Background: an optimization exercise with open tools, aiming at small area and a short achievable clock period. Do not read the settings as production practice. Only simulation tests tie the RTL to the original design; equivalence was not proved. Power and IR drop assume default switching activity.

==> design.v <==
`timescale 1ns / 1ps
module SCPU(
    input         clk,
    input         rst,
    input  [31:0] inst,
    input  [31:0] data_in,   
    output [31:0] addr_out,  
    output [31:0] data_out,  
    output [31:0] pc_out,    
    output        mem_write,
    output [31:0] out,
    output [6:0]  exmem_opcode,
    input         cache_resp_stall
    );
    localparam [31:0] NOP = 32'h00000013;
    wire stall = cache_resp_stall;
    wire run   = ~cache_resp_stall;
    localparam [2:0] S_N = 3'd0, S_J1 = 3'd1, S_J2 = 3'd2, S_J3 = 3'd3,
                     S_J4 = 3'd4, S_L1 = 3'd5, S_L2 = 3'd6;
    reg  [2:0]  fs;
    reg  [31:0] pc;
    reg  [31:0] if_inst;
    reg         jf;       
    reg  [31:0] jt;       
    wire [6:0] op  = if_inst[6:0];
    wire [2:0] f3  = if_inst[14:12];
    wire [6:0] top = if_inst[31:25];
    wire d_lui   = op == 7'b0110111;
    wire d_r     = op == 7'b0110011;
    wire d_ld    = op == 7'b0000011;
    wire d_st    = op == 7'b0100011;
    wire d_i     = op == 7'b0010011;
    wire d_b     = op == 7'b1100011;
    wire d_jal   = op == 7'b1101111;
    wire d_jalr  = op == 7'b1100111;
    wire d_sys   = op == 7'b1110011;
    wire d_auipc = op == 7'b0010111;
    wire d_em    = d_sys & (f3 == 3'b000) & ((top == 7'b0000000) | (top == 7'b0011000));
    wire d_mret  = d_sys & (f3 == 3'b000) & (top == 7'b0011000);
    wire d_ecall = d_sys & (f3 == 3'b000) & (top == 7'b0000000);
    wire d_csr   = d_sys & (f3[1:0] != 2'b00);
    wire d_jmp   = d_b | d_jal | d_jalr | d_em;
    wire d_csrrs = d_sys & (f3 == 3'b010);
    wire d_csrrw = d_sys & (f3 == 3'b001);
    wire d_341   = if_inst[31:20] == 12'h341;
    wire d_305   = if_inst[31:20] == 12'h305;
    wire bubble = ((fs == S_N) & (d_jmp | d_ld)) | (fs == S_J1) | (fs == S_J2) |
                  (fs == S_J3) | (fs == S_L1);
    always @(posedge clk) begin
        if (run) begin
            case (fs)
                S_N:  fs <= d_jmp ? S_J1 : (d_ld ? S_L1 : S_N);
                S_J1: fs <= S_J2;
                S_J2: fs <= S_J3;
                S_J3: fs <= S_J4;
                S_L1: fs <= S_L2;
                default: fs <= S_N;
            endcase
            if (bubble)
                if_inst <= NOP;
            else
                if_inst <= inst;
        end
    end
    wire fs_j = (fs == S_J1) | (fs == S_J2) | (fs == S_J3) | (fs == S_J4);
    wire [31:0] pcm4 = pc - 32'd4;
    always @(posedge clk or posedge rst) begin
        if (rst)
            pc <= 32'b0;
        else if (run) begin
            if (jf & fs_j)
                pc <= jt;
            else if (~jf & ((fs == S_J1) | (fs == S_J2)))
                pc <= pc;
            else if (~jf & ((fs == S_J3) | (fs == S_L1)))
                pc <= pcm4;
            else
                pc <= pc + 32'd4;
        end
    end
    assign pc_out = pc;
    reg  [31:0] rf [1:31];
    reg  [31:1] rv;           
    reg  [31:0] mtvec, mepc;
    reg [31:0] e_d1, e_r2, e_imm;
    reg [4:0]  e_rd;
    reg [6:0]  e_op;
    reg        e_we, e_asb, e_mw, e_lui, e_link, e_ld, e_ujmp, e_beq, e_bne,
               e_jr, e_wmtvec, e_wmepc, e_341, e_ls, e_eqw, e_eqm;
    reg [1:0]  e_fa, e_fb;
    reg        e_sub, e_add, e_slt, e_sll, e_srl, e_or, e_and;
    reg [31:0] m_addr, m_res, m_do1, m_dout;
    reg [4:0]  m_rd;
    reg [6:0]  m_op;
    reg        m_we, m_mw, m_ld, m_link, m_jr, m_flagj, m_wmtvec, m_wmepc, m_eq;
    reg [31:0] w_val;
    reg        w_wmtvec, w_wmepc;
    wire [4:0] rs1 = if_inst[19:15];
    wire [4:0] rs2 = if_inst[24:20];
    wire [4:0] rd  = if_inst[11:7];
    reg [31:0] imm;
    always @(*) begin
        case (op)
            7'b0010011, 7'b0000011: imm = {{20{if_inst[31]}}, if_inst[31:20]};
            7'b0110111, 7'b0010111: imm = {if_inst[31:12], 12'b0};
            7'b1101111: imm = {{12{if_inst[31]}}, if_inst[19:12], if_inst[20], if_inst[30:21], 1'b0};
            7'b1100011: imm = {{20{if_inst[31]}}, if_inst[7], if_inst[30:25], if_inst[11:8], 1'b0};
            7'b0100011: imm = {{20{if_inst[31]}}, if_inst[31:25], if_inst[11:7]};
            default:    imm = 32'b0;
        endcase
    end
    reg [3:0] aop;
    always @(*) begin
        aop = {if_inst[30], f3};
        if (d_lui | d_ld | d_st | d_csr) aop = 4'b0000;
        else if (d_i) begin
            if (f3 == 3'b000) aop = 4'b0000;
            else if (f3 == 3'b010) aop = 4'b0010;
            else if (f3 == 3'b110) aop = 4'b0110;
        end
        else if (d_b) aop = 4'b1000;
        else if (~(d_r | d_jal | d_jalr | d_sys | d_auipc)) aop = 4'b0000;
    end
    wire d_we  = d_lui | d_r | d_ld | d_i | d_jal | d_jalr | d_csr | d_em | d_auipc;
    wire d_asb = d_ld | d_st | d_i | d_csr | d_mret | d_auipc;
    wire [31:1] sel1, sel2;
    genvar gi;
    generate
        for (gi = 1; gi < 32; gi = gi + 1) begin : g_dec
            assign sel1[gi] = rv[gi] & (rs1 == gi);
            assign sel2[gi] = rv[gi] & (rs2 == gi);
        end
    endgenerate
    wire [32*31-1:0] rflat;
    generate
        for (gi = 1; gi < 32; gi = gi + 1) begin : g_flat
            assign rflat[32*(gi-1) +: 32] = rf[gi];
        end
    endgenerate
    wire [31:0] rv1, rv2;
    RdPort rp1(.d(rflat), .s(sel1), .y(rv1));
    RdPort rp2(.d(rflat), .s(sel2), .y(rv2));
    reg [31:0] d1;
    always @(*) begin
        if (d_auipc)               d1 = pcm4;
        else if (d_ecall)          d1 = mtvec;
        else if (d_mret)           d1 = mepc;
        else if (d_csrrs & d_341)  d1 = mepc | rv1;
        else                       d1 = rv1;
    end
    wire fE  = e_we;
    wire fW  = m_we;
    wire a1  = rs1 == e_rd;
    wire b1  = rs2 == e_rd;
    wire a2  = rs1 == m_rd;
    wire b2  = rs2 == m_rd;
    reg [1:0] fa, fb;
    reg       fls;
    always @(*) begin
        fa = 2'b00; fb = 2'b00; fls = 1'b0;
        if (e_341 & d_mret) begin
            fa = 2'b10;
        end else if (a1 & b1) begin
            if (fE) begin
                fa = 2'b10;
                fb = d_asb ? 2'b00 : 2'b10;
            end
        end else if (a1) begin
            fa = fE ? 2'b10 : 2'b00;
            fb = (b2 & fW) ? 2'b01 : 2'b00;
        end else if (b1) begin
            fa = (a2 & fW) ? 2'b01 : 2'b00;
            if (fE) begin
                fb  = d_asb ? 2'b00 : 2'b10;
                fls = d_asb & d_st;
            end
        end else begin
            fa = (a2 & fW) ? 2'b01 : 2'b00;
            fb = (b2 & fW & ~d_asb) ? 2'b01 : 2'b00;
        end
        if (d_auipc) fa = 2'b00;
    end
    wire [31:0] A  = (e_fa == 2'b10) ? m_res : (e_fa == 2'b01) ? w_val : e_d1;
    wire [31:0] B0 = e_asb ? e_imm : e_r2;
    wire [31:0] B  = (e_fb == 2'b10) ? m_res : (e_fb == 2'b01) ? w_val : B0;
    wire [32:0] as  = {1'b0, A} + {1'b0, e_sub ? ~B : B} + {32'b0, e_sub};
    wire        lt  = (A[31] != B[31]) ? A[31] : as[31];
    wire        eq  = A == B;
    wire [31:0] alu = ({32{e_add}} & as[31:0]) |
                      ({32{e_slt}} & {31'b0, lt}) |
                      ({32{e_sll}} & (A << B[4:0])) |
                      ({32{e_srl}} & (A >> B[4:0])) |
                      ({32{e_or}}  & (A | B)) |
                      ({32{e_and}} & (A & B));
    wire [31:0] res = e_lui ? e_imm : alu;
    wire        flagj = e_ujmp | (e_beq & eq) | (e_bne & ~eq);
    wire [31:0] wb_next = m_link ? pcm4 : (m_ld ? data_in : m_res);
    always @(posedge clk) begin
        if (rst) begin
            e_op <= 7'b0;
            e_wmtvec <= 1'b0;
            e_wmepc  <= 1'b0;
            m_wmtvec <= 1'b0;
            m_wmepc  <= 1'b0;
            w_wmtvec <= 1'b0;
            w_wmepc  <= 1'b0;
        end else if (run) begin
            e_op <= op;
            e_wmtvec <= d_csrrw & d_305;
            e_wmepc  <= ((d_csrrw | d_csrrs) & d_341) | d_ecall;
            m_wmtvec <= e_wmtvec;
            m_wmepc  <= e_wmepc;
            w_wmtvec <= m_wmtvec;
            w_wmepc  <= m_wmepc;
        end
    end
    always @(posedge clk) begin
        if (run) begin
            e_d1  <= d1;
            e_r2  <= rv2;
            e_imm <= imm;
            e_rd  <= rd;
            e_eqw <= rs2 == m_rd;
            e_eqm <= b1;
            e_we  <= d_we & (rd != 5'd0);
            e_asb <= d_asb;
            e_mw  <= d_st;
            e_lui <= d_lui;
            e_link <= d_jal | d_jalr | d_em;
            e_ld  <= d_ld;
            e_ujmp <= d_jal | d_jalr | d_em;
            e_beq <= d_b & ((f3 == 3'b000) | (f3 == 3'b111));
            e_bne <= d_b & ~((f3 == 3'b000) | (f3 == 3'b111));
            e_jr  <= d_jalr | d_em;
            e_341 <= d_341;
            e_fa  <= fa;
            e_fb  <= fb;
            e_ls  <= fls;
            e_sub <= (aop == 4'b1000) | (aop == 4'b0010);
            e_add <= (aop == 4'b0000) | (aop == 4'b1000);
            e_slt <= aop == 4'b0010;
            e_sll <= aop == 4'b0001;
            e_srl <= aop == 4'b0101;
            e_or  <= aop == 4'b0110;
            e_and <= aop == 4'b0111;
            m_addr <= alu;
            m_res  <= res;
            m_do1  <= e_ls ? m_res : e_r2;
            m_rd   <= e_rd;
            m_eq   <= e_eqm;
            m_link <= e_link;
            m_op   <= e_op;
            m_we   <= e_we;
            m_mw   <= e_mw;
            m_ld   <= e_ld;
            m_jr   <= e_jr;
            m_flagj <= flagj;
            w_val  <= wb_next;
        end
    end
    wire        n_eq  = run ? e_eqw : m_eq;
    wire [31:0] n_do1 = run ? (e_ls ? m_res : e_r2) : m_do1;
    always @(posedge clk) begin
        m_dout <= n_eq ? w_val : n_do1;
    end
    always @(posedge clk) begin
        jf <= m_flagj;
        if (run & (d_b | d_jal))
            jt <= pcm4 + imm;
        else if (m_flagj & m_jr)
            jt <= m_addr;
    end
    always @(posedge clk or posedge rst) begin
        if (rst)
            rv <= 31'b0;
        else if (run & m_we)
            rv[m_rd] <= 1'b1;
    end
    always @(posedge clk) begin
        if (run & m_we)
            rf[m_rd] <= wb_next;
    end
    always @(posedge clk) begin
        if (w_wmtvec) mtvec <= w_val;
        if (w_wmepc)  mepc  <= w_val;
    end
    assign addr_out     = m_addr;
    assign data_out     = m_dout;
    assign mem_write    = m_mw;
    assign exmem_opcode = m_op;
    assign out          = rv[20] ? rf[20] : 32'b0;
endmodule
module RdPort(input [32*31-1:0] d, input [31:1] s, output [31:0] y);
    wire [32*33-1:0] dd = {64'b0, d};
    wire [33:1] ss = {2'b0, s};
    wire [31:0] n [0:10];
    genvar g;
    generate
        for (g = 0; g < 11; g = g + 1) begin : grp
            Aoi3 u(.a1(dd[32*(3*g) +: 32]),   .b1({32{ss[3*g+1]}}),
                   .a2(dd[32*(3*g+1) +: 32]), .b2({32{ss[3*g+2]}}),
                   .a3(dd[32*(3*g+2) +: 32]), .b3({32{ss[3*g+3]}}), .y(n[g]));
        end
    endgenerate
    assign y = ~(n[0] & n[1] & n[2] & n[3] & n[4] & n[5] & n[6] & n[7] & n[8] & n[9] & n[10]);
endmodule
module Aoi3(input [31:0] a1, input [31:0] b1, input [31:0] a2, input [31:0] b2,
            input [31:0] a3, input [31:0] b3, output [31:0] y);
    assign y = ~((a1 & b1) | (a2 & b2) | (a3 & b3));
endmodule
==> run.sh <==
#!/bin/bash
# synth_recipe.tcl (not shown) runs the flow's synth.tcl, then flattens the netlist and writes it again
# the make line also repeats each setting of config.mk as NAME=value (left out here)
make -C /OpenROAD-flow-scripts/flow DESIGN_CONFIG=/design/flow/config.mk WORK_HOME=/design/flow/orfs CLKGATE_MAP_FILE= SYNTH_SCRIPT=/design/flow/synth_recipe.tcl finish
==> config.mk <==
export PLATFORM = sky130hd
export DESIGN_NAME = SCPU
export DESIGN_NICKNAME = SCPU
export VERILOG_FILES = /design/flow/design.v
export SDC_FILE = /design/flow/constraint.sdc
export NUM_CORES = 8
export LEC_CHECK = 0
export ABC_CLOCK_PERIOD_IN_PS = 4000
export CAP_MARGIN = 20
export CORE_MARGIN = 2
export CORE_UTILIZATION = 50
export SETUP_SLACK_MARGIN = 5
export SLEW_MARGIN = 20
export SYNTH_HIERARCHICAL = 1
export SYNTH_MINIMUM_KEEP_SIZE = 0
==> constraint.sdc <==
create_clock -name core_clock -period 10.0 [get_ports {clk}]
set_input_delay 2.0000 -clock core_clock [delete_from_list [all_inputs] [get_ports {clk}]]
set_output_delay 2.0000 -clock core_clock [all_outputs]
set_load 0.01 [all_outputs]
==> results.ini, run 1 <==
[routing]
firstDrtPassIters=12
vias=58000
via_per_inst=7.24
ant_nets=0
drc=0
drt_iter0_markers=12200
wl_um=308000
routedWlPerCell_um=38.5

[synth]
synthDistinctLibCells=84
syn-cell-area_mm2=0.0717
synth_top_area_share_pct=57.1
ys_seq_elements=1504
async_reset_ff_share_pct=4.19
synth-seq-area-share_pct=61.5
syn_avg_cell_area_um2=13.4
synth_area_leaders=edfxtp_1 (57%), a222oi_1 (9.9%), mux2i_1 (4.5%), ha_1 (2.4%), dfrtp_1 (2.2%)
yosys_warnings=8
syn_inst=5370
synth_top_area_cell=edfxtp_1
synth_edf_count=1363
synth-main-ff-cell=edfxtp_1

[clock_network]
root_buffer=clkbuf_16
cts_buffers=159
htreeDepth=4
clock_latency_ns=0.84
clk_path_buf_depth=3
cts_tree=yes
cts_sinks=1504
cts.reportedPaths.clkPinSlew_ns=0.06

[finish]
layout_commonest_cell=edfxtp_1
finish.instance_area_mm2=0.0840
fill_cells=11400
layout_common_cells=edfxtp_1 (1,363), a222oi_1 (710), nand2_1 (344)
multi_input_area_mm2=0.0281
drive_gt1_share_pct=11.7
area_delta_synth_final_pct=17.2
nNetsFinal=6176
regArea_mm2=0.0441

[timing]
tightestPinTransition_ns=1.09
layout_min_cycle_time_ns=4.97
setup_viol=0
fmax_ghz=0.201
relSlewSlack_pct=27.3
grt_setup_unrepaired=true
post-route-period-util_pct=49.7
final.setup_skew_ns=0.0640
slew_viol_final=0
setup-tns-final_ns=0
finalHoldViolations=0

[worst_setup_path]
crit_chain=buf_12, clkinv_2, buf_12, o21ba_2, o21ba_4, buf_4, buf_4, buf_4, mux2i_1, mux2i_1, mux2i_1, a221o_1, mux2_2
critPathCaptureType=flop
cp-start-kind=flop
worstPathRequired_ns=10.56
critPathMaxFanout=52
max_stage_delay_ns=0.61
crit_type=reg -> reg
cp_data_arrival_time_ns=5.53
slowest_stage=a221o_1

[power_and_ir_drop]
p_int_mw=12.2
vdd_drop_max_mv=0.157
power_frac_clock_pct=34.0
power_density_mw_per_mm2=213
power_frac_seq_pct=44.6
switching_share_pct=31.6
leakagePower_nw=30.2
switchingPower_mw=5.64
p_comb_share_pct=21.4

[global_route]
grt_first_pass_wirelength_um=421000
antenna_found_initial=28
grt_pass1_vias=54200
grt_max_degree=146
gr-usage-all-layers_pct=40.8
grt_overflow=0

[die]
die_w_um=383
io_pins=203
rows=138
initial_core_util_pct=50.5
die_h_um=383
dieArea_mm2=0.146
core_mm2=0.142

[place]
globalplace.congestion=1.03
place_area_mm2=0.0780
portBuffers=202
place_hpwl_um=199000

[worst_hold_path]
hold_path.class=reg -> reg

[outcome]
status=no timing/DRC/antenna violations

[job]
max_cap_viol_count=0

-- worst paths after layout --
kind                                        from                 end  slack [ns]  cells after the start
hold reg to reg                m_flagj$_DFFE_PN_          jf$_DFF_P_        0.37                      0
setup reg to reg           e_fb[0]$_SDFFCE_PP0N_  m_res[1]$_DFFE_PN_        5.03                     13
setup / recovery           e_fb[0]$_SDFFCE_PP0N_  m_res[1]$_DFFE_PN_        5.03                     13
max in group asynchronous                    rst  pc[16]$_DFFE_PP0P_        6.67                      3
min in group asynchronous                    rst  rv[22]$_DFFE_PP0P_        2.24                      2
hold / removal                 m_flagj$_DFFE_PN_          jf$_DFF_P_        0.37                      0
-- through the flow --
stage | setup slack [ns] | utilization, % | total power [mW] | hold slack (ns) | cells
5_1_grt | 4.96 | 59.2 | 18.3 | 0.395 | 7990
3_3_place_gp | 3.80 | 55.0 | 11.6 | 0.357 | 7677
2_1_floorplan | 2.75 | - | 9.85 | 0.348 | 5624
6_report | 5.03 | 59.2 | 17.9 | 0.373 | 8003
3_5_place_dp | 3.76 | 55.0 | 11.6 | 0.364 | 7677
4_1_cts | 4.92 | 58.9 | 17.7 | 0.378 | 7977
-- Yosys stat by module (local to each module, per instance) --
module,flops+latches,area [um2],cells inside
Aoi3,0,320,32
RdPort,0,764,129
SCPU,1504,63100,4408
-- layer usage --
metal,track usage [%],routed length (um)
met1,51.9,109000
met5,0.0661,144
met3,11.7,40800
met4,26.4,23900
met2,61.0,134000
-- area by class of cell --
cell class | count | share of cell area (%)
well taps | 1890 | 2.81
flip-flops and latches | 1504 | 52.5
clock buffers | 201 | 5.07
repair buffers | 403 | 4.37
multi-input cells | 3778 | 33.4
inverters | 121 | 0.550
diodes | 13 | 0.0387
clock inverters | 93 | 1.28
-- cell families (layout without fill, tap and decap cells) --
kind of cell | count (synthesis) | after routing | share of synthesized area [%]
compound gates | 1487 | 1488 | 16.8
xor+xnor | 136 | 136 | 1.67
simple gates | 1315 | 1315 | 9.32
flops | 1504 | 1504 | 61.5
mux | 441 | 441 | 6.38
other cells | 2 | 269 | 0.0105
fa+ha+maj | 142 | 142 | 2.50
buf+inv | 343 | 818 | 1.85
-- Yosys cell counts (all sizes together) (87+ instances only) --
library cell and number:
a21oi 185, a222oi 710, and2 89, and3 106
clkbuf 167, edfxtp 1363, ha 140, inv 120
mux2 121, mux2i 319, nand2 347, nand3 122
nand4 158, nor2 220, o21ai 220, or3 87
-- what timing repair did --
action,CTS,global route
pin swaps,1,7
hold buffers,0,0
gates cloned,1,2
buffers inserted,5,10
resized for setup,37,50
endpoints found under the setup margin,82,39
-- power groups by stage --
stage / clock network (mW) / logic, mW / registers, mW
floorplan: 0 / 2.03 / 7.83
global placement: 0 / 3.57 / 8.05
detailed placement: 0 / 3.59 / 8.05
CTS: 6.11 / 3.64 / 7.94
global route: 6.36 / 3.99 / 7.97
finish: 6.08 / 3.82 / 7.97
-- flip-flops by register name, indices dropped and copies added, names as in the netlist, 2 cells and up --
register and cells:
e_op 7, e_imm 32, mtvec 32, m_res 32
pc 32, mepc 32, rf 992, m_dout 32
m_op 7, e_d1 32, e_fa 2, jt 32
e_fb 2, rv 31, m_addr 32, if_inst 32
e_r2 32, e_rd 5, w_val 32, fs 3
m_do1 32, m_rd 5
-- critical path: cells and delay by family, from the launching register on --
family | cells | cell delay [ns]
compound gates | 3 | 1.30
buf+inv | 6 | 1.51
flops | 1 | 0.40
mux | 4 | 1.44
==> run 2, diff against run 1 <==
--- a/design.v
+++ b/design.v
@@ -292,15 +292,14 @@
 endmodule
 module RdPort(input [32*31-1:0] d, input [31:1] s, output [31:0] y);
-    wire [32*33-1:0] dd = {64'b0, d};
-    wire [33:1] ss = {2'b0, s};
     wire [31:0] n [0:10];
     genvar g;
     generate
-        for (g = 0; g < 11; g = g + 1) begin : grp
-            Aoi3 u(.a1(dd[32*(3*g) +: 32]),   .b1({32{ss[3*g+1]}}),
-                   .a2(dd[32*(3*g+1) +: 32]), .b2({32{ss[3*g+2]}}),
-                   .a3(dd[32*(3*g+2) +: 32]), .b3({32{ss[3*g+3]}}), .y(n[g]));
+        for (g = 0; g < 10; g = g + 1) begin : grp
+            Aoi3 u(.a1(d[32*(3*g) +: 32]),   .b1({32{s[3*g+1]}}),
+                   .a2(d[32*(3*g+1) +: 32]), .b2({32{s[3*g+2]}}),
+                   .a3(d[32*(3*g+2) +: 32]), .b3({32{s[3*g+3]}}), .y(n[g]));
         end
     endgenerate
+    assign n[10] = ~(d[32*30 +: 32] & {32{s[31]}});
     assign y = ~(n[0] & n[1] & n[2] & n[3] & n[4] & n[5] & n[6] & n[7] & n[8] & n[9] & n[10]);
 endmodule
--- a/config.mk
+++ b/config.mk
@@ -6,5 +6,4 @@
 export NUM_CORES = 8
 export LEC_CHECK = 0
-export ABC_CLOCK_PERIOD_IN_PS = 4000
 export CAP_MARGIN = 20
 export CORE_MARGIN = 2
==> run 2 against run 1 <==
Clock-buffer cell count decreased by 1; flip-flop and latch count unchanged; highest routed layer unchanged; synthesized cell count decreased by 1.1%; sequential share of layout area increased by 0.97 points; synthesized area decreased by 0.47%; still clean on timing, DRC and antenna; worst setup slack got worse by 0.049 ns; die area decreased by 0.47%; cell count decreased by 4.1%.
==> results.ini, run 2 <==
[outcome]
status=no timing/DRC/antenna violations

[place]
place_area_mm2=0.0767  ; -1.7%
portBuffers=202  ; unchanged
place_ws_ns=4.02  ; +0.263 ns
place_hpwl_um=191000  ; -4.3%
globalplace.congestion=1.05  ; +1.7%

[synth]
yosysMostFrequentCell=edfxtp_1
synthDistinctLibCells=83  ; -1.2%
synth_area_leaders=edfxtp_1 (57%), a222oi_1 (9.1%), mux2i_1 (4.5%), ha_1 (2.5%), dfrtp_1 (2.2%)
synth-seq-area-share_pct=61.7  ; +0.29 points
synth_top_area_cell=edfxtp_1
async_reset_ff_share_pct=4.19  ; unchanged
syn_inst=5310  ; -1.1%
ys_seq_elements=1504  ; unchanged
syn_avg_cell_area_um2=13.4  ; +0.65%
yosys_warnings=8  ; unchanged
synth_top_area_share_pct=57.4  ; +0.27 points
synth-main-ff-cell=edfxtp_1
yosys-top-cells-count=edfxtp_1 (1,363), a222oi_1 (646), nand2_1 (411), mux2i_1 (319), nor2_1 (220)
syn-cell-area_mm2=0.0714  ; -0.47%
synth_edf_count=1363  ; unchanged

[finish]
layout_common_cells=edfxtp_1 (1,363), a222oi_1 (646), nand2_1 (408)
layout_commonest_cell=edfxtp_1
area_delta_synth_final_pct=15.6
fill_cells=11500  ; +0.44%
largest_reg_flops=992  ; unchanged
nNetsFinal=5861  ; -5.1%
regMostFlops=rf
drive_gt1_share_pct=12.3  ; +0.61 points
final_util_pct=58.3  ; -0.93 points
finish.instance_area_mm2=0.0825  ; -1.8%

[clock_network]
hold_buffers=0  ; unchanged
cts_sinks=1504  ; unchanged
cts_tree=yes
cts_buffers=159  ; unchanged
cts.reportedPaths.clkPinSlew_ns=0.06  ; about the same
htreeDepth=4  ; unchanged
clk_path_buf_depth=3  ; unchanged
clock_latency_ns=0.83  ; about the same
root_buffer=clkbuf_16

[power_and_ir_drop]
leakagePower_nw=29.9  ; -1.0%
vdd_drop_max_mv=0.148  ; -5.7%
power_density_mw_per_mm2=215  ; +1.2%

[timing]
layout_min_cycle_time_ns=5.02  ; +0.0492 ns
setup-tns-final_ns=0  ; unchanged
slew_viol_final=0  ; unchanged
setup_viol=0  ; unchanged
fin_ws_ns=4.98  ; -0.0492 ns
relSlewSlack_pct=11.7  ; -16 points
grt_setup_unrepaired=true
whs_ns=0.376  ; +0.00311 ns
final.setup_skew_ns=0.0589  ; -0.00506 ns
tightestPinTransition_ns=1.31  ; +0.222 ns
fmax_ghz=0.199  ; -0.98%
post-route-period-util_pct=50.2  ; +0.49 points
finalHoldViolations=0  ; unchanged

[die]
core_mm2=0.142  ; -0.24%
die_h_um=382  ; -0.24%
die_w_um=382  ; -0.24%
dieArea_mm2=0.146  ; -0.47%
io_pins=203  ; unchanged
rows=138  ; unchanged
initial_core_util_pct=50.4  ; -0.12 points

[worst_setup_path]
critPathMaxFanout=27  ; -48%
cp_data_arrival_time_ns=5.58  ; +0.05 ns
worstPathRequired_ns=10.55  ; about the same
crit_type=reg -> reg
critPathCaptureType=flop
cp-start-kind=flop

[global_route]
antenna_found_initial=21  ; -25%
grt_overflow=0  ; unchanged
grt_pass1_vias=52900  ; -2.4%
grt_first_pass_wirelength_um=407000  ; -3.1%
gr-usage-all-layers_pct=39.7  ; -1.1 points
grt_max_degree=148  ; +1.4%

[routing]
ant_nets=0  ; unchanged
routedWlPerCell_um=38.8  ; +0.80%
drc=0  ; unchanged
wl_um=298000  ; -3.3%
firstDrtPassIters=13  ; +1
vias=56300  ; -3.0%
drt_iter0_markers=11600  ; -5.0%
via_per_inst=7.33  ; +1.2%

[job]
max_cap_viol_count=0  ; unchanged

[worst_hold_path]
hold_path.class=reg -> reg

run 2: changes by cell type after synthesis:
| cell | previous run | this run |
|---|---|---|
| a222oi_1 | 710 | 646 |
| or3_1 | 86 | 22 |
| conb_1 | 2 | 0 |
| nand3_1 | 122 | 58 |
| buf_6 | 1 | 7 |
| a2111o_1 | 2 | 66 |
| nand2_1 | 347 | 411 |
run 2: layer usage:
layer | GRT usage, % | wire (um) | vias to the layer above
met5 | 0.231 | 115 | -
met4 | 27.5 | 24400 | 14
met3 | 9.89 | 38000 | 879
met2 | 59.9 | 131000 | 4408
met1 | 50.2 | 104000 | 27900
li1 | - | - | 23100
run 2: final cells by class:
| class | instances | area (um2) | area share [%] |
|---|---|---|---|
| multi-input combinational | 3458 | 26700 | 32.4 |
| sequential | 1504 | 44100 | 53.4 |
| clock buffer | 200 | 4330 | 5.25 |
| antenna | 9 | 22.5 | 0.0273 |
| timing repair buffer | 407 | 3640 | 4.41 |
| clock inverter | 84 | 902 | 1.09 |
| timing repair inverter | 1 | 5.00 | 0.00607 |
| inverter | 121 | 464 | 0.563 |
| tap | 1890 | 2360 | 2.87 |
run 2: kinds of logic after synthesis:
| group | count (synthesis) | synth area share [%] |
|---|---|---|
| compound gates | 1487 | 17.0 |
| xor+xnor | 136 | 1.68 |
| fa+ha+maj | 142 | 2.51 |
| buf+inv | 349 | 1.95 |
| flops | 1504 | 61.7 |
| mux | 441 | 6.41 |
| simple gates | 1251 | 8.69 |
run 2: where the power goes:
part | total, mW | switching, mW | internal (mW)
Clock | 6.01 | 2.59 | 3.42
Combinational | 3.75 | 2.44 | 1.30
Sequential | 8.00 | 0.517 | 7.48
run 2: worst paths after layout:
kind                                       start                   end  slack, ns  cells after the start
setup / recovery           e_fb[0]$_SDFFCE_PP0N_  m_addr[30]$_DFFE_PN_       4.98                     16
hold / removal                 m_flagj$_DFFE_PN_            jf$_DFF_P_       0.38                      0
hold reg to reg                m_flagj$_DFFE_PN_            jf$_DFF_P_       0.38                      0
max in group asynchronous                    rst     pc[2]$_DFFE_PP0P_       7.29                      4
setup reg to reg           e_fb[0]$_SDFFCE_PP0N_  m_addr[30]$_DFFE_PN_       4.98                     16
min in group asynchronous                    rst    pc[18]$_DFFE_PP0P_       2.03                      4
run 2: stage by stage:
step	power, mW	instances
2_1_floorplan	9.81	5310
3_3_place_gp	11.6	7362
3_5_place_dp	11.6	7362
4_1_cts	17.6	7652
5_1_grt	18.2	7665
6_report	17.8	7674
run 2: repair_timing:
item	in CTS	in global routing
resized for setup	44	36
endpoints found under the hold margin	0	0
setup endpoints to repair	67	34
cloned	2	0
buffers inserted	4	12
pin swaps	1	4
run 2: Yosys stat by module, one instance, submodules excluded:
| module | area, um2 | cells inside |
|---|---|---|
| Aoi3 | 320 | 32 |
| RdPort | 915 | 131 |
| SCPU | 63100 | 4408 |
run 2: worst max-delay path, cell delays in order, from the launching register on:
cell        delay, ns
edfxtp_1         0.50
clkinvlp_4       0.17
buf_6            0.25
mux2i_4          0.42
mux2_4           0.28
buf_6            0.27
xnor2_1          0.10
ha_1             0.41
a21oi_1          0.12
o211ai_1         0.25
a31oi_2          0.20
a211oi_1         0.58
o21ai_0          0.26
a31o_2           0.27
o21ai_0          0.35
xnor2_1          0.12
a21o_1           0.19
==> run 3, diff against run 2 <==
==> flow/run.sh (new file) <==
#!/bin/bash
# Standard layout, with a tighter setup target for timing repair and no
# dummy loads in clock tree synthesis. Each tool's output goes to a log here.
set -euo pipefail
export SETUP_SLACK_MARGIN=7
export CTS_ARGS="-sink_clustering_enable -repair_clock_nets -dont_use_dummy_load"
bash standard.sh > standard_flow.log 2>&1
==> standard.sh (new file) <==
#!/bin/bash
# synth_recipe.tcl (not shown) runs the flow's synth.tcl, then flattens the netlist and writes it again
# the make line also repeats each setting of config.mk as NAME=value (left out here)
make -C /OpenROAD-flow-scripts/flow DESIGN_CONFIG=/design/flow/config.mk WORK_HOME=/design/flow/orfs CLKGATE_MAP_FILE= SYNTH_SCRIPT=/design/flow/synth_recipe.tcl "${@:-finish}"
--- a/config.mk
+++ b/config.mk
@@ -9,5 +9,4 @@
 export CORE_MARGIN = 2
 export CORE_UTILIZATION = 50
-export SETUP_SLACK_MARGIN = 5
 export SLEW_MARGIN = 20
 export SYNTH_HIERARCHICAL = 1
removed: run.sh
==> run 3 against run 2 <==
Core utilization is 7.2 points higher; largest cell class unchanged; cell count up 6.6%; register-to-register slack better by 0.59 ns; critical endpoint is now m_res[20]$_DFFE_PN_; sequential power fell by 2%; first-iteration DRC count up 10%; sequential share of layout area is 5.8 points lower.
==> results.ini, run 3 <==
[outcome]
status=no timing/DRC/antenna violations

[place]
dp.cells=7359  ; -0.041%
place_hpwl_um=194000  ; +1.8%
globalplace.congestion=0.998  ; -4.8%
portBuffers=202  ; unchanged

[synth]
synth_top_area_share_pct=57.4  ; unchanged
synth_top_area_cell=edfxtp_1
synth-main-ff-cell=edfxtp_1
synth_area_leaders=edfxtp_1 (57%), a222oi_1 (9.1%), mux2i_1 (4.5%), ha_1 (2.5%), dfrtp_1 (2.2%)
synthDistinctLibCells=83  ; unchanged
syn_inst=5310  ; unchanged
synth_edf_count=1363  ; unchanged
yosys-top-cells-count=edfxtp_1 (1,363), a222oi_1 (646), nand2_1 (411), mux2i_1 (319), nor2_1 (220)
yosysMostFrequentCell=edfxtp_1
async_reset_ff_share_pct=4.19  ; unchanged
ys_seq_elements=1504  ; unchanged
syn-cell-area_mm2=0.0714  ; unchanged
syn_avg_cell_area_um2=13.4  ; unchanged
yosys_warnings=8  ; unchanged
synth-seq-area-share_pct=61.7  ; unchanged

[routing]
met1_length_um=114000  ; +9.8%
wl_met2_um=145000  ; +11%
drt_iter0_markers=12900  ; +10%
drc=0  ; unchanged
routed.top_layer=met5
firstDrtPassIters=13  ; unchanged
met3RoutedLength_um=46400  ; +22%
wl_um=338000  ; +14%
ant_nets=0  ; unchanged
via_per_inst=7.49  ; +2.2%
vias=61300  ; +8.9%
routedWlPerCell_um=41.3  ; +6.5%

[finish]
drive_gt1_share_pct=30.7  ; +18 points
fill_cells=10300  ; -11%
nNetsFinal=6485  ; +11%
largest_reg_flops=992  ; unchanged
area_delta_synth_final_pct=29.8
regMostFlops=rf
layout_common_cells=edfxtp_1 (1,363), a222oi_1 (646), buf_4 (439)
layoutNonFillerInstCount=8180  ; +6.6%
layout_commonest_cell=edfxtp_1

[timing]
final.setup_skew_ns=0.0858  ; +0.0269 ns
finalHoldViolations=0  ; unchanged
slew_viol_final=0  ; unchanged
post-route-period-util_pct=44.3  ; -5.9 points
setup-tns-final_ns=0  ; unchanged
grt_setup_unrepaired=true
tightestPinTransition_ns=1.20  ; -0.110 ns
fmax_ghz=0.226  ; +13%
layout_min_cycle_time_ns=4.43  ; -0.594 ns
relSlewSlack_pct=19.4  ; +7.7 points
setup_viol=0  ; unchanged

[worst_hold_path]
hold_depth=0  ; unchanged
hold_path.class=reg -> reg

[worst_setup_path]
crit_top_cell=buf_6
cp_data_arrival_time_ns=4.92  ; -0.66 ns
crit_chain=buf_12, buf_4, mux2_4, buf_6, mux2i_4, o21ba_4, xnor2_4, fa_2, a21oi_2, o211ai_1, a31oi_4, buf_6, o21ai_2, o31a_1, o41ai_2, xnor2_1, a211o_1, mux2_2
critPathMaxFanout=6  ; -78%
crit_type=reg -> reg
cp-start-kind=flop
path_delay_family=compound AO/OA/AOI/OAI gates
critPathCaptureType=flop
cp.depth=18  ; +2
worstPathRequired_ns=10.49  ; -0.06 ns
cp_num_buf_inv=4  ; +1
ff2ff_path_depth=18  ; +2
slowest_stage=edfxtp_1
max_stage_delay_ns=0.44  ; -0.14 ns

[global_route]
gr-usage-all-layers_pct=44.5  ; +4.9 points
grt_overflow=0  ; unchanged
grt_pass1_vias=56800  ; +7.2%
grt_first_pass_wirelength_um=452000  ; +11%
grt_max_degree=115  ; -22%
antenna_found_initial=15  ; -29%

[die]
die_w_um=382  ; unchanged
rows=138  ; unchanged
die_h_um=382  ; unchanged
dieArea_mm2=0.146  ; unchanged
initial_core_util_pct=50.4  ; unchanged
core_mm2=0.142  ; unchanged
io_pins=203  ; unchanged

[clock_network]
cts.reportedPaths.clkPinSlew_ns=0.05  ; about the same
htreeDepth=4  ; unchanged
cts_tree=yes
hold_buffers=0  ; unchanged
cts_sinks=1504  ; unchanged
root_buffer=clkbuf_16
clock_latency_ns=0.82  ; about the same
cts_buffers=160  ; +0.63%
clk_path_buf_depth=3  ; unchanged

[power_and_ir_drop]
vdd_drop_max_mv=0.174  ; +18%
power_mw=18.7  ; +5.2%
power_density_mw_per_mm2=202  ; -6.3%
leakagePower_nw=34.3  ; +15%

[job]
max_cap_viol_count=0  ; unchanged

-- run 3: cell types whose count changed in the layout (fill, tap and decap cells not counted), moves of 37 or more --
| cell | previous run | this run |
|---|---|---|
| buf_12 | 2 | 80 |
| and2_4 | 0 | 41 |
| and3_1 | 105 | 61 |
| nand2_1 | 408 | 370 |
| buf_2 | 0 | 46 |
| and2_1 | 88 | 46 |
| buf_6 | 6 | 301 |
| and3_4 | 1 | 45 |
| o21ai_2 | 20 | 59 |
| buf_4 | 195 | 439 |
| buf_16 | 1 | 38 |
| ha_1 | 138 | 95 |
| clkdlybuf4s50_1 | 201 | 65 |
| o21ai_0 | 188 | 112 |
-- run 3: what timing repair did --
item | CTS | global route
gates resized for setup | 1533 | 339
cloned | 58 | 9
pin swaps | 360 | 261
setup endpoints to repair | 2078 | 949
setup buffers | 458 | 119
-- run 3: modules after synthesis (local to each module, per instance) --
module | flops+latches | times used | area, um2
SCPU | 1504 | 1 | 63100
RdPort | 0 | 2 | 915
Aoi3 | 0 | 20 | 320
-- run 3: area by class of cell --
type,instances,area (um2),area share [%]
Antenna cell,16,40.0,0.0432
Clock buffer,160,4000,4.32
Inverter,121,533,0.575
Multi-Input combinational cell,3464,30200,32.6
Sequential cell,1504,44100,47.7
Tap cell,1890,2360,2.55
Timing Repair Buffer,1022,11400,12.3
Timing Repair inverter,3,23.8,0.0257
-- run 3: cells by family after synthesis --
family          count (synthesis)  synth area share [%]
fa+ha+maj                     142                  2.51
simple gates                 1251                  8.69
mux                           441                  6.41
flops                        1504                  61.7
buf+inv                       349                  1.95
xor+xnor                      136                  1.68
compound gates               1487                  17.0
-- run 3: through the flow --
| stage | util, % | setup WS (ns) | hold WS [ns] | instance area (um2) |
|---|---|---|---|---|
| global placement | 54.5 | 4.20 | 0.357 | 77100 |
| global route | 65.4 | 5.51 | 0.383 | 92600 |
| detailed placement | 54.5 | 4.18 | 0.363 | 77100 |
| CTS | 63.6 | 5.61 | 0.375 | 90000 |
| finish | 65.4 | 5.57 | 0.376 | 92600 |
| floorplan | - | 2.75 | 0.348 | 72400 |
-- run 3: routing by layer --
metal	GRT usage (%)	vias to the layer above
li1	-	24300
met1	55.4	30300
met2	66.1	5430
met3	13.9	1245
met4	31.4	16
met5	0	-
-- run 3: worst register-to-register path, cell delays in order, from the launching register on --
cell	delay, ns
edfxtp_1	0.44
buf_12	0.17
buf_4	0.13
mux2_4	0.36
buf_6	0.15
mux2i_4	0.15
o21ba_4	0.26
xnor2_4	0.11
fa_2	0.42
a21oi_2	0.16
o211ai_1	0.14
a31oi_4	0.28
buf_6	0.14
o21ai_2	0.06
o31a_1	0.26
o41ai_2	0.23
xnor2_1	0.11
a211o_1	0.33
mux2_2	0.27
-- run 3: final timing paths --
kind	startpoint	end	slack, ns
worst max register to register	e_asb$_DFFE_PN_	m_res[20]$_DFFE_PN_	5.57
worst min-delay path	m_flagj$_DFFE_PN_	jf$_DFF_P_	0.38
min in group asynchronous	rst	rv[20]$_DFFE_PP0P_	2.39
max in group asynchronous	rst	pc[25]$_DFFE_PP0P_	7.10
worst max-delay path	e_asb$_DFFE_PN_	m_res[20]$_DFFE_PN_	5.57
worst min register to register	m_flagj$_DFFE_PN_	jf$_DFF_P_	0.38
-- run 3: power by group --
part / internal (mW) / leakage (nW) / switching, mW
clock network: 2.79 / 1.97 / 2.31
logic: 2.37 / 18.4 / 3.34
registers: 7.49 / 13.9 / 0.364
==> run 4, diff against run 3 <==
--- a/design.v
+++ b/design.v
@@ -82,4 +82,5 @@
     reg  [31:0] rf [1:31];
     reg  [31:1] rv;           
+    reg  [31:0] x20;
     reg  [31:0] mtvec, mepc;
     reg [31:0] e_d1, e_r2, e_imm;
@@ -88,6 +89,6 @@
     reg        e_we, e_asb, e_mw, e_lui, e_link, e_ld, e_ujmp, e_beq, e_bne,
                e_jr, e_wmtvec, e_wmepc, e_341, e_ls, e_eqw, e_eqm;
-    reg [1:0]  e_fa, e_fb;
-    reg        e_sub, e_add, e_slt, e_sll, e_srl, e_or, e_and;
+    reg        e_aR, e_aW, e_aD, e_bR, e_bW, e_bI, e_bS;
+    reg        e_sub, e_add, e_addn, e_slt, e_sll, e_srl, e_or, e_and;
     reg [31:0] m_addr, m_res, m_do1, m_dout;
     reg [4:0]  m_rd;
@@ -128,6 +129,11 @@
     generate
         for (gi = 1; gi < 32; gi = gi + 1) begin : g_dec
-            assign sel1[gi] = rv[gi] & (rs1 == gi);
-            assign sel2[gi] = rv[gi] & (rs2 == gi);
+            if (gi == 20) begin : g_x20
+                assign sel1[gi] = rs1 == gi;
+                assign sel2[gi] = rs2 == gi;
+            end else begin : g_rf
+                assign sel1[gi] = rv[gi] & (rs1 == gi);
+                assign sel2[gi] = rv[gi] & (rs2 == gi);
+            end
         end
     endgenerate
@@ -135,5 +141,9 @@
     generate
         for (gi = 1; gi < 32; gi = gi + 1) begin : g_flat
-            assign rflat[32*(gi-1) +: 32] = rf[gi];
+            if (gi == 20) begin : g_x20
+                assign rflat[32*(gi-1) +: 32] = x20;
+            end else begin : g_rf
+                assign rflat[32*(gi-1) +: 32] = rf[gi];
+            end
         end
     endgenerate
@@ -181,17 +191,19 @@
         if (d_auipc) fa = 2'b00;
     end
-    wire [31:0] A  = (e_fa == 2'b10) ? m_res : (e_fa == 2'b01) ? w_val : e_d1;
-    wire [31:0] B0 = e_asb ? e_imm : e_r2;
-    wire [31:0] B  = (e_fb == 2'b10) ? m_res : (e_fb == 2'b01) ? w_val : B0;
-    wire [32:0] as  = {1'b0, A} + {1'b0, e_sub ? ~B : B} + {32'b0, e_sub};
+    wire [31:0] A = ({32{e_aR}} & m_res) | ({32{e_aW}} & w_val) | ({32{e_aD}} & e_d1);
+    wire [31:0] B = ({32{e_bR}} & m_res) | ({32{e_bW}} & w_val) |
+                    ({32{e_bI}} & e_imm) | ({32{e_bS}} & e_r2);
+    wire [31:0] sum;
+    Add32 u_add(.a(A), .b(B ^ {32{e_sub}}), .cin(e_sub), .s(sum));
+    wire [32:0] as = {1'b0, sum};
     wire        lt  = (A[31] != B[31]) ? A[31] : as[31];
     wire        eq  = A == B;
-    wire [31:0] alu = ({32{e_add}} & as[31:0]) |
-                      ({32{e_slt}} & {31'b0, lt}) |
-                      ({32{e_sll}} & (A << B[4:0])) |
-                      ({32{e_srl}} & (A >> B[4:0])) |
-                      ({32{e_or}}  & (A | B)) |
-                      ({32{e_and}} & (A & B));
-    wire [31:0] res = e_lui ? e_imm : alu;
+    wire [31:0] alu_o = ({32{e_slt}} & {31'b0, lt}) |
+                        ({32{e_sll}} & (A << B[4:0])) |
+                        ({32{e_srl}} & (A >> B[4:0])) |
+                        ({32{e_or}}  & (A | B)) |
+                        ({32{e_and}} & (A & B));
+    wire [31:0] alu = ({32{e_add}} & as[31:0]) | alu_o;
+    wire [31:0] res = ({32{e_addn}} & as[31:0]) | alu_o | ({32{e_lui}} & e_imm);
     wire        flagj = e_ujmp | (e_beq & eq) | (e_bne & ~eq);
     wire [31:0] wb_next = m_link ? pcm4 : (m_ld ? data_in : m_res);
@@ -207,4 +219,5 @@
         end else if (run) begin
             e_op <= op;
+            m_op <= e_op;    
             e_wmtvec <= d_csrrw & d_305;
             e_wmepc  <= ((d_csrrw | d_csrrs) & d_341) | d_ecall;
@@ -234,9 +247,15 @@
             e_jr  <= d_jalr | d_em;
             e_341 <= d_341;
-            e_fa  <= fa;
-            e_fb  <= fb;
+            e_aR  <= fa == 2'b10;
+            e_aW  <= fa == 2'b01;
+            e_aD  <= fa[1] == fa[0];
+            e_bR  <= fb == 2'b10;
+            e_bW  <= fb == 2'b01;
+            e_bI  <= (fb[1] == fb[0]) & d_asb;
+            e_bS  <= (fb[1] == fb[0]) & ~d_asb;
             e_ls  <= fls;
             e_sub <= (aop == 4'b1000) | (aop == 4'b0010);
             e_add <= (aop == 4'b0000) | (aop == 4'b1000);
+            e_addn <= ((aop == 4'b0000) | (aop == 4'b1000)) & ~d_lui;
             e_slt <= aop == 4'b0010;
             e_sll <= aop == 4'b0001;
@@ -250,5 +269,4 @@
             m_eq   <= e_eqm;
             m_link <= e_link;
-            m_op   <= e_op;
             m_we   <= e_we;
             m_mw   <= e_mw;
@@ -264,8 +282,15 @@
         m_dout <= n_eq ? w_val : n_do1;
     end
+    wire [31:0] jimm = if_inst[2] ?
+        {{12{if_inst[31]}}, if_inst[19:12], if_inst[20], if_inst[30:21], 1'b0} :
+        {{20{if_inst[31]}}, if_inst[7], if_inst[30:25], if_inst[11:8], 1'b0};
+    wire [31:0] js  = {~(pc[31:2] ^ jimm[31:2]), pc[1:0] ^ jimm[1:0]};
+    wire [31:0] jmj = {pc[31:2] | jimm[31:2], pc[1:0] & jimm[1:0]};
+    wire [31:0] jsum;
+    Add32 u_jadd(.a(js), .b({jmj[30:0], 1'b0}), .cin(1'b0), .s(jsum));
     always @(posedge clk) begin
         jf <= m_flagj;
         if (run & (d_b | d_jal))
-            jt <= pcm4 + imm;
+            jt <= jsum;
         else if (m_flagj & m_jr)
             jt <= m_addr;
@@ -278,7 +303,13 @@
     end
     always @(posedge clk) begin
-        if (run & m_we)
+        if (run & m_we & (m_rd != 5'd20))
             rf[m_rd] <= wb_next;
     end
+    always @(posedge clk or posedge rst) begin
+        if (rst)
+            x20 <= 32'b0;
+        else if (run & m_we & (m_rd == 5'd20))
+            x20 <= wb_next;
+    end
     always @(posedge clk) begin
         if (w_wmtvec) mtvec <= w_val;
@@ -289,5 +320,5 @@
     assign mem_write    = m_mw;
     assign exmem_opcode = m_op;
-    assign out          = rv[20] ? rf[20] : 32'b0;
+    assign out          = x20;
 endmodule
 module RdPort(input [32*31-1:0] d, input [31:1] s, output [31:0] y);
@@ -308,2 +339,55 @@
     assign y = ~((a1 & b1) | (a2 & b2) | (a3 & b3));
 endmodule
+module Add32(input [31:0] a, input [31:0] b, input cin, output [31:0] s);
+    wire [31:0] p0, g0, c;
+    AddPG u_pg(.a(a), .b(b), .p(p0), .g(g0));
+    AddTree u_tree(.p(p0), .g(g0), .cin(cin), .c(c));
+    assign s = p0 ^ c;
+endmodule
+module AddPG(input [31:0] a, input [31:0] b, output [31:0] p, output [31:0] g);
+    assign p = a ^ b;
+    assign g = a & b;
+endmodule
+module AddTree(input [31:0] p, input [31:0] g, input cin, output [31:0] c);
+    wire [31:0] g0 = {g[31:1], g[0] | (p[0] & cin)};
+    wire [31:0] g1, p1, g2, p2, g3, p3, g4, p4, g5;
+    genvar i;
+    generate
+        for (i = 0; i < 32; i = i + 1) begin : lv
+            if (i >= 1) begin : l1
+                assign g1[i] = g0[i] | (p[i] & g0[i-1]);
+                assign p1[i] = p[i] & p[i-1];
+            end else begin : l1b
+                assign g1[i] = g0[i];
+                assign p1[i] = p[i];
+            end
+            if (i >= 2) begin : l2
+                assign g2[i] = g1[i] | (p1[i] & g1[i-2]);
+                assign p2[i] = p1[i] & p1[i-2];
+            end else begin : l2b
+                assign g2[i] = g1[i];
+                assign p2[i] = p1[i];
+            end
+            if (i >= 4) begin : l3
+                assign g3[i] = g2[i] | (p2[i] & g2[i-4]);
+                assign p3[i] = p2[i] & p2[i-4];
+            end else begin : l3b
+                assign g3[i] = g2[i];
+                assign p3[i] = p2[i];
+            end
+            if (i >= 8) begin : l4
+                assign g4[i] = g3[i] | (p3[i] & g3[i-8]);
+                assign p4[i] = p3[i] & p3[i-8];
+            end else begin : l4b
+                assign g4[i] = g3[i];
+                assign p4[i] = p3[i];
+            end
+            if (i >= 16) begin : l5
+                assign g5[i] = g4[i] | (p4[i] & g4[i-16]);
+            end else begin : l5b
+                assign g5[i] = g4[i];
+            end
+        end
+    endgenerate
+    assign c = {g5[30:0], cin};
+endmodule
==> run.sh (new file) <==
#!/bin/bash
# synth_recipe.tcl (not shown) runs the flow's synth.tcl, then flattens the netlist and writes it again
# the make line also repeats each setting of config.mk as NAME=value (left out here)
make -C /OpenROAD-flow-scripts/flow DESIGN_CONFIG=/design/flow/config.mk WORK_HOME=/design/flow/orfs CLKGATE_MAP_FILE= SYNTH_SCRIPT=/design/flow/synth_recipe.tcl finish
--- a/config.mk
+++ b/config.mk
@@ -9,4 +9,5 @@
 export CORE_MARGIN = 2
 export CORE_UTILIZATION = 50
+export SETUP_SLACK_MARGIN = 5
 export SLEW_MARGIN = 20
 export SYNTH_HIERARCHICAL = 1
removed: flow/run.sh
removed: standard.sh
==> run 4 against run 3 <==
Still clean; synthesized cell count grew 1.8%; sequential share of layout area grew 5.5 points; worst setup slack lost 0.33 ns; cell area shrank 11%; die area grew 0.14%; synthesized area grew 0.14%; non-clock buffer count shrank 583; wire length shrank 11%; clock power grew 19%; global-route usage shrank 4.7 points; largest cell class unchanged; largest power group unchanged.
==> results.ini, run 4 <==
[power_and_ir_drop]
leakagePower_nw=29.8  ; -13%
vdd_drop_max_mv=0.185  ; +6.1%
power_density_mw_per_mm2=223  ; +11%
power_mw=18.5  ; -1.1%

[die]
core_mm2=0.142  ; +0.12%
io_pins=203  ; unchanged
dieArea_mm2=0.146  ; +0.14%
rows=138  ; unchanged
die_h_um=382  ; about the same
initial_core_util_pct=50.4  ; about the same
die_w_um=382  ; about the same

[place]
place_hpwl_um=203000  ; +4.5%
place_area_mm2=0.0772  ; about the same
place_ws_ns=4.75  ; +0.569 ns
globalplace.congestion=1.01  ; +1.0%
portBuffers=202  ; unchanged

[synth]
yosys_warnings=8  ; unchanged
async_reset_ff_share_pct=6.24  ; +2.1 points
synth-seq-area-share_pct=61.5  ; -0.22 points
syn_avg_cell_area_um2=13.2  ; -1.6%
syn_inst=5404  ; +1.8%
synthDistinctLibCells=90  ; +8.4%
synth_area_leaders=edfxtp_1 (56%), a222oi_1 (9.5%), dfrtp_1 (3.3%), ha_1 (3.1%), dfxtp_1 (2.2%)
synth_top_area_cell=edfxtp_1
synth_edf_count=1334  ; -2.1%
yosys-top-cells-count=edfxtp_1 (1,334), a222oi_1 (678), nand2_1 (376), a21oi_1 (259), nor2_1 (201)
syn-cell-area_mm2=0.0715  ; +0.14%
synth_top_area_share_pct=56.0  ; -1.3 points
synth-main-ff-cell=edfxtp_1
ys_seq_elements=1506  ; +0.13%
yosysMostFrequentCell=edfxtp_1

[finish]
multi_input_area_mm2=0.0263  ; -13%
layout_commonest_cell=edfxtp_1
regArea_mm2=0.0440  ; -0.38%
regMostFlops=rf
drive_gt1_share_pct=12.2  ; -19 points
finish.instance_area_mm2=0.0828  ; -11%
nNetsFinal=6018  ; -7.2%
area_delta_synth_final_pct=15.9
layout_common_cells=edfxtp_1 (1,334), a222oi_1 (678), nand2_1 (372)
largest_reg_flops=960  ; -3.2%
fill_cells=11300  ; +11%

[routing]
drt_iter0_markers=11800  ; -8.4%
firstDrtPassIters=15  ; +2
ant_nets=0  ; unchanged
drc=0  ; unchanged
wl_um=299000  ; -11%
vias=57200  ; -6.6%
via_per_inst=7.33  ; -2.2%
routedWlPerCell_um=38.3  ; -7.2%

[clock_network]
clock_latency_ns=0.83  ; about the same
cts.reportedPaths.clkPinSlew_ns=0.06  ; about the same
cts_tree=yes
root_buffer=clkbuf_16
clk_path_buf_depth=3  ; unchanged
cts_sinks=1506  ; +0.13%
hold_buffers=0  ; unchanged
cts_buffers=162  ; +1.3%
htreeDepth=4  ; unchanged

[worst_setup_path]
critPathCaptureType=flop
worstPathRequired_ns=10.47  ; -0.02 ns
cp_data_arrival_time_ns=5.23  ; +0.31 ns
critPathMaxFanout=53  ; +47
reg2reg_slack_ns=5.24  ; -0.33 ns
crit_type=reg -> reg
cp-start-kind=flop

[global_route]
grt_max_degree=160  ; +39%
grt_overflow=0  ; unchanged
grt_first_pass_wirelength_um=413000  ; -8.7%
gr-usage-all-layers_pct=39.9  ; -4.7 points
grt_pass1_vias=53100  ; -6.3%
antenna_found_initial=14  ; -1

[timing]
layout_min_cycle_time_ns=4.76  ; +0.328 ns
fmax_ghz=0.210  ; -6.9%
tightestPinTransition_ns=1.36  ; +0.157 ns
slew_viol_final=0  ; unchanged
post-route-period-util_pct=47.6  ; +3.3 points
setup-tns-final_ns=0  ; unchanged
final.setup_skew_ns=0.0771  ; -0.00869 ns
grt_setup_unrepaired=false
whs_ns=0.419  ; +0.0433 ns
finalHoldViolations=0  ; unchanged
fin_ws_ns=5.24  ; -0.328 ns
relSlewSlack_pct=9.11  ; -10 points
setup_viol=0  ; unchanged

[outcome]
status=no timing/DRC/antenna violations

[job]
max_cap_viol_count=0  ; unchanged

[worst_hold_path]
hold_path.class=reg -> reg

run 4: changes by cell type after synthesis, sizes merged, moves of 35 or more:
cell    delta
xor2      +37
o211ai    -43
nand3     +48
inv       +71
and2      -42
o21ai     -98
a21oi     +75
ha        +38
nand2     -35
nor3      +36
mux2i    -244
a211oi    +47
a22oi    +140
run 4: modules after synthesis, one instance, submodules excluded:
module	cells	times used	area (um2)	flip-flops and latches
SCPU	4072	1	60200	1506
RdPort	131	2	915	0
AddTree	151	2	856	0
AddPG	32	2	400	0
Aoi3	32	20	320	0
Add32	32	2	280	0
run 4: kinds of logic (layout without fill, tap and decap cells):
logic type	count (synthesis)	count (layout)	share of synthesized area, %
AO/OA/AOI/OAI	1659	1659	19.0
XOR/XNOR	153	153	1.87
adder cells (fa/ha/maj)	178	178	3.12
buffers and inverters	429	935	2.39
flip-flops	1506	1506	61.5
multiplexers	184	184	2.86
other	1	12	0.00525
AND/OR/NAND/NOR	1294	1294	9.26
run 4: final timing paths:
path / start / endpoint / cells after the start
min in group asynchronous: rst / x20[9]$_DFFE_PP0P_ / 2
max reg2reg: e_bI$_DFFE_PN_ / m_res[0]$_DFFE_PN_ / 21
max in group asynchronous: rst / rv[4]$_DFFE_PP0P_ / 3
min: m_flagj$_DFFE_PN_ / jf$_DFF_P_ / 0
max: e_bI$_DFFE_PN_ / m_res[0]$_DFFE_PN_ / 21
min reg2reg: m_flagj$_DFFE_PN_ / jf$_DFF_P_ / 0
run 4: area by class of cell:
class / instances / area share [%]
antenna: 8 / 0.0242
clock buffer: 214 / 5.34
clock inverter: 90 / 1.18
inverter: 192 / 0.899
multi-input combinational: 3472 / 31.8
sequential: 1506 / 53.1
tap: 1890 / 2.86
timing repair buffer: 439 / 4.80
run 4: routing by layer:
metal | global-route usage, % | wire length [um] | share of wire, % | up-vias
li1 | - | - | - | 23700
met1 | 52.7 | 110000 | 37 | 28600
met2 | 60.8 | 133000 | 44 | 4296
met3 | 7.92 | 34500 | 12 | 657
met4 | 24.5 | 22600 | 7.6 | 6
met5 | 0 | 46 | 0.015 | -
run 4: where the power goes:
part	switching, mW	internal, mW
Combinational	2.90	1.52
Clock	2.63	3.42
Sequential	0.508	7.49
Total	6.04	12.4
run 4: worst max-delay path: stages, from the launching register on:
cell	delay, ns
edfxtp_1	0.35
buf_4	0.20
a22oi_2	0.16
buf_4	0.39
nand2_1	0.12
buf_6	0.25
inv_4	0.26
xnor2_1	0.10
ha_1	0.33
a21o_1	0.23
a21oi_1	0.19
a21o_1	0.21
nand3_1	0.19
o21ai_2	0.21
o21ai_0	0.17
xor2_1	0.22
nor2_1	0.11
a21oi_1	0.05
a21oi_1	0.15
o31ai_1	0.09
a21o_1	0.19
nand4b_1	0.17
run 4: repair_timing:
action | 4_1_cts | 5_1_grt
buffers inserted | 2 | 2
pin swaps | 1 | 2
gates resized for setup | 10 | 12
cloned | 0 | 1
setup endpoints to repair | 3 | 4
run 4: through the flow:
stage	cells	util, %
finish	7811	58.4
global route	7803	58.4
CTS	7797	58.3
detailed placement	7491	54.4
global placement	7488	54.4
floorplan	5407	-
==> run 5, diff against run 4 <==
==> flow/run.sh (new file) <==
#!/bin/bash
# Standard layout, with a tighter setup target for timing repair and no
# dummy loads in clock tree synthesis. Each tool's output goes to a log here.
set -euo pipefail
export SETUP_SLACK_MARGIN=6.5
export CTS_ARGS="-sink_clustering_enable -repair_clock_nets -dont_use_dummy_load"
bash standard.sh > standard_flow.log 2>&1
==> standard.sh (new file) <==
#!/bin/bash
# synth_recipe.tcl (not shown) runs the flow's synth.tcl, then flattens the netlist and writes it again
# the make line also repeats each setting of config.mk as NAME=value (left out here)
make -C /OpenROAD-flow-scripts/flow DESIGN_CONFIG=/design/flow/config.mk WORK_HOME=/design/flow/orfs CLKGATE_MAP_FILE= SYNTH_SCRIPT=/design/flow/synth_recipe.tcl "${@:-finish}"
--- a/config.mk
+++ b/config.mk
@@ -9,5 +9,4 @@
 export CORE_MARGIN = 2
 export CORE_UTILIZATION = 50
-export SETUP_SLACK_MARGIN = 5
 export SLEW_MARGIN = 20
 export SYNTH_HIERARCHICAL = 1
removed: run.sh
==> run 5 against run 4 <==
Register-to-register slack improved by 0.65 ns; first-iteration DRC count rose by 6.6%; worst setup slack improved by 0.65 ns; still clean on timing, DRC and antenna; sequential power fell by 2%; core utilization rose by 4.2 points; largest power group unchanged; clock-buffer cell count fell by 52; cell count rose by 3.6%.
==> results.ini, run 5 <==
[outcome]
status=no timing/DRC/antenna violations

[timing]
setup-tns-final_ns=0  ; unchanged
post-route-period-util_pct=41.1  ; -6.5 points
setup_viol=0  ; unchanged
tightestPinTransition_ns=1.27  ; -0.0934 ns
relSlewSlack_pct=15.4  ; +6.2 points
slew_viol_final=0  ; unchanged
grt_setup_unrepaired=true
final.setup_skew_ns=0.105  ; +0.0276 ns
layout_min_cycle_time_ns=4.11  ; -0.649 ns
finalHoldViolations=0  ; unchanged
fmax_ghz=0.243  ; +16%

[finish]
area_delta_synth_final_pct=24.2
layout_common_cells=edfxtp_1 (1,334), a222oi_1 (678), buf_4 (453)
layoutNonFillerInstCount=8094  ; +3.6%
drive_gt1_share_pct=23.8  ; +12 points
fill_cells=10800  ; -4.7%
final_util_pct=62.6  ; +4.2 points
layout_commonest_cell=edfxtp_1
nNetsFinal=6449  ; +7.2%
regMostFlops=rf
largest_reg_flops=960  ; unchanged

[clock_network]
hold_buffers=0  ; unchanged
cts.reportedPaths.clkPinSlew_ns=0.06  ; about the same
clk_path_buf_depth=3  ; unchanged
clock_latency_ns=0.82  ; about the same
htreeDepth=4  ; unchanged
root_buffer=clkbuf_16
cts_tree=yes
cts_buffers=162  ; unchanged
cts_sinks=1506  ; unchanged

[global_route]
grt_max_degree=81  ; -49%
antenna_found_initial=15  ; +1
grt_overflow=0  ; unchanged
grt_first_pass_wirelength_um=434000  ; +5.0%
grt_pass1_vias=55800  ; +5.0%
gr-usage-all-layers_pct=42.1  ; +2.3 points

[die]
io_pins=203  ; unchanged
initial_core_util_pct=50.4  ; unchanged
die_h_um=382  ; unchanged
rows=138  ; unchanged
dieArea_mm2=0.146  ; unchanged
core_mm2=0.142  ; unchanged
die_w_um=382  ; unchanged

[power_and_ir_drop]
leakagePower_nw=32.5  ; +9.0%
power_density_mw_per_mm2=210  ; -5.9%
vdd_drop_max_mv=0.176  ; -4.9%
power_mw=18.6  ; +0.93%

[routing]
drt_iter0_markers=12600  ; +6.6%
ant_nets=0  ; unchanged
routedWlPerCell_um=39.9  ; +4.0%
met3RoutedLength_um=40700  ; +18%
drc=0  ; unchanged
met1_length_um=113000  ; +3.3%
via_per_inst=7.44  ; +1.6%
firstDrtPassIters=12  ; -3
vias=60200  ; +5.3%
routed.top_layer=met5
wl_um=323000  ; +7.8%
wl_met2_um=140000  ; +5.6%

[worst_setup_path]
crit_type=reg -> reg
worstPathRequired_ns=10.44  ; -0.03 ns
critPathCaptureType=flop
cp_data_arrival_time_ns=4.55  ; -0.68 ns
reg2reg_slack_ns=5.89  ; +0.65 ns
cp-start-kind=flop
critPathMaxFanout=8  ; -85%

[synth]
syn_avg_cell_area_um2=13.2  ; unchanged
async_reset_ff_share_pct=6.24  ; unchanged
synth-main-ff-cell=edfxtp_1
syn-cell-area_mm2=0.0715  ; unchanged
synthDistinctLibCells=90  ; unchanged
yosysMostFrequentCell=edfxtp_1
yosys-top-cells-count=edfxtp_1 (1,334), a222oi_1 (678), nand2_1 (376), a21oi_1 (259), nor2_1 (201)
synth_area_leaders=edfxtp_1 (56%), a222oi_1 (9.5%), dfrtp_1 (3.3%), ha_1 (3.1%), dfxtp_1 (2.2%)
yosys_warnings=8  ; unchanged
synth_top_area_cell=edfxtp_1
syn_inst=5404  ; unchanged
synth_edf_count=1334  ; unchanged
synth-seq-area-share_pct=61.5  ; unchanged
synth_top_area_share_pct=56.0  ; unchanged
ys_seq_elements=1506  ; unchanged

[job]
max_cap_viol_count=0  ; unchanged

[place]
dp.cells=7491  ; unchanged
place_hpwl_um=203000  ; unchanged
portBuffers=202  ; unchanged
globalplace.congestion=1.01  ; unchanged

[worst_hold_path]
hold_path.class=reg -> reg

## run 5: cell counts after synthesis
No cell type changed its count.
## run 5: per-layer routing
layer,global-route usage (%),up-vias
li1,-,24400
met1,54.4,29900
met2,62.8,4934
met3,9.65,947
met4,30.0,8
met5,0,-
## run 5: through the flow
| stage | worst slack [ns] | instance area [um2] | hold WS [ns] |
|---|---|---|---|
| 2_1_floorplan | 2.35 | 71600 | 0.348 |
| 3_3_place_gp | 4.75 | 77100 | 0.396 |
| 3_5_place_dp | 4.75 | 77200 | 0.382 |
| 4_1_cts | 5.98 | 86100 | 0.403 |
| 5_1_grt | 5.78 | 88800 | 0.426 |
| 6_report | 5.89 | 88800 | 0.420 |
## run 5: worst paths after layout
| check | from | endpoint | cells after the start |
|---|---|---|---|
| worst max register to register | e_aR$_DFFE_PN_ | m_res[24]$_DFFE_PN_ | 18 |
| worst min register to register | e_eqm$_DFFE_PN_ | m_eq$_DFFE_PN_ | 0 |
| worst min-delay path | e_eqm$_DFFE_PN_ | m_eq$_DFFE_PN_ | 0 |
| worst max-delay path | e_aR$_DFFE_PN_ | m_res[24]$_DFFE_PN_ | 18 |
| min in group asynchronous | rst | x20[28]$_DFFE_PP0P_ | 2 |
| max in group asynchronous | rst | x20[30]$_DFFE_PP0P_ | 3 |
## run 5: final cells by class
cell class | instances | area, um2 | area share, %
Sequential cell | 1506 | 44000 | 49.6
Timing Repair Buffer | 868 | 8940 | 10.1
Clock buffer | 162 | 4050 | 4.57
Tap cell | 1890 | 2360 | 2.66
Multi-Input combinational cell | 3473 | 28600 | 32.2
Timing Repair inverter | 1 | 8.76 | 0.00986
Antenna cell | 2 | 5.00 | 0.00564
Inverter | 192 | 798 | 0.899
## run 5: where the power goes
| group | internal, mW | switching [mW] |
|---|---|---|
| registers | 7.50 | 0.330 |
| clock network | 2.82 | 2.29 |
| logic | 2.17 | 3.52 |
| total | 12.5 | 6.14 |
## run 5: timing repair
| action | 4_1_cts | 5_1_grt |
|---|---|---|
| gates cloned | 30 | 16 |
| gates resized for setup | 742 | 333 |
| endpoints found under the setup margin | 1334 | 1021 |
| pin swaps | 171 | 241 |
| buffers inserted | 290 | 101 |
## run 5: logic make-up after synthesis
group | synth area share (%)
buffers and inverters | 2.39
muxes | 2.86
other | 0.00525
DFF | 61.5
xor gates and xnor gates | 1.87
adders and majority gates | 3.12
and+or+nand+nor | 9.26
AOI/OAI and AO/OA | 19.0
## run 5: critical path, stage by stage (launching register included)
cell,delay [ns]
edfxtp_1,0.41
buf_6,0.16
clkbuf_16,0.17
a222oi_1,0.37
buf_4,0.22
inv_4,0.04
ha_4,0.28
nand4_1,0.13
or4_4,0.59
a21o_4,0.22
buf_4,0.13
buf_6,0.10
buf_6,0.11
a31oi_4,0.20
nand2b_4,0.19
a21o_1,0.15
xor2_2,0.09
a22oi_2,0.16
nand3_1,0.08
## run 5: per-module statistics from Yosys (local to each module, per instance)
| module | cell area, um2 | copies in the design |
|---|---|---|
| Aoi3 | 320 | 20 |
| AddPG | 400 | 2 |
| SCPU | 60200 | 1 |
| RdPort | 915 | 2 |
| AddTree | 856 | 2 |
| Add32 | 280 | 2 |

==> re-timing with driven ports <==
In the flow no input, the clock included, has a driving cell. The finished layouts below were timed again as built, in two steps. Step 1, drivers: a clkbuf_16 drives clk and a buf_2 each remaining input, both assumed. Step 2 adds t to the input delays and takes it off the output delays; t is the mean of the earliest and latest rising clock arrival at the registers after step 1. Input paths then give back, and output paths get back, about the clock's delay inside the block. a / b / c = ideal ports / drivers / drivers and shift; a / b = the first two.
run	t, ns	slack for setup (ns)	worst register clock-pin slew, ns
run 1	0.897	5.025 / 4.946 / 4.751	0.07 / 0.07
run 2	0.882	4.976 / 4.976 / 4.976	0.07 / 0.07
run 3	0.860	5.570 / 5.570 / 5.570	0.07 / 0.07
run 4	0.877	5.242 / 5.242 / 4.892	0.07 / 0.07
run 5	0.845	5.891 / 5.891 / 5.648	0.06 / 0.06
After both steps every run listed still meets setup and hold. The setup slack of run 4, which loses most, moves by 0.000 ns with the drivers and by -0.350 ns with both steps.
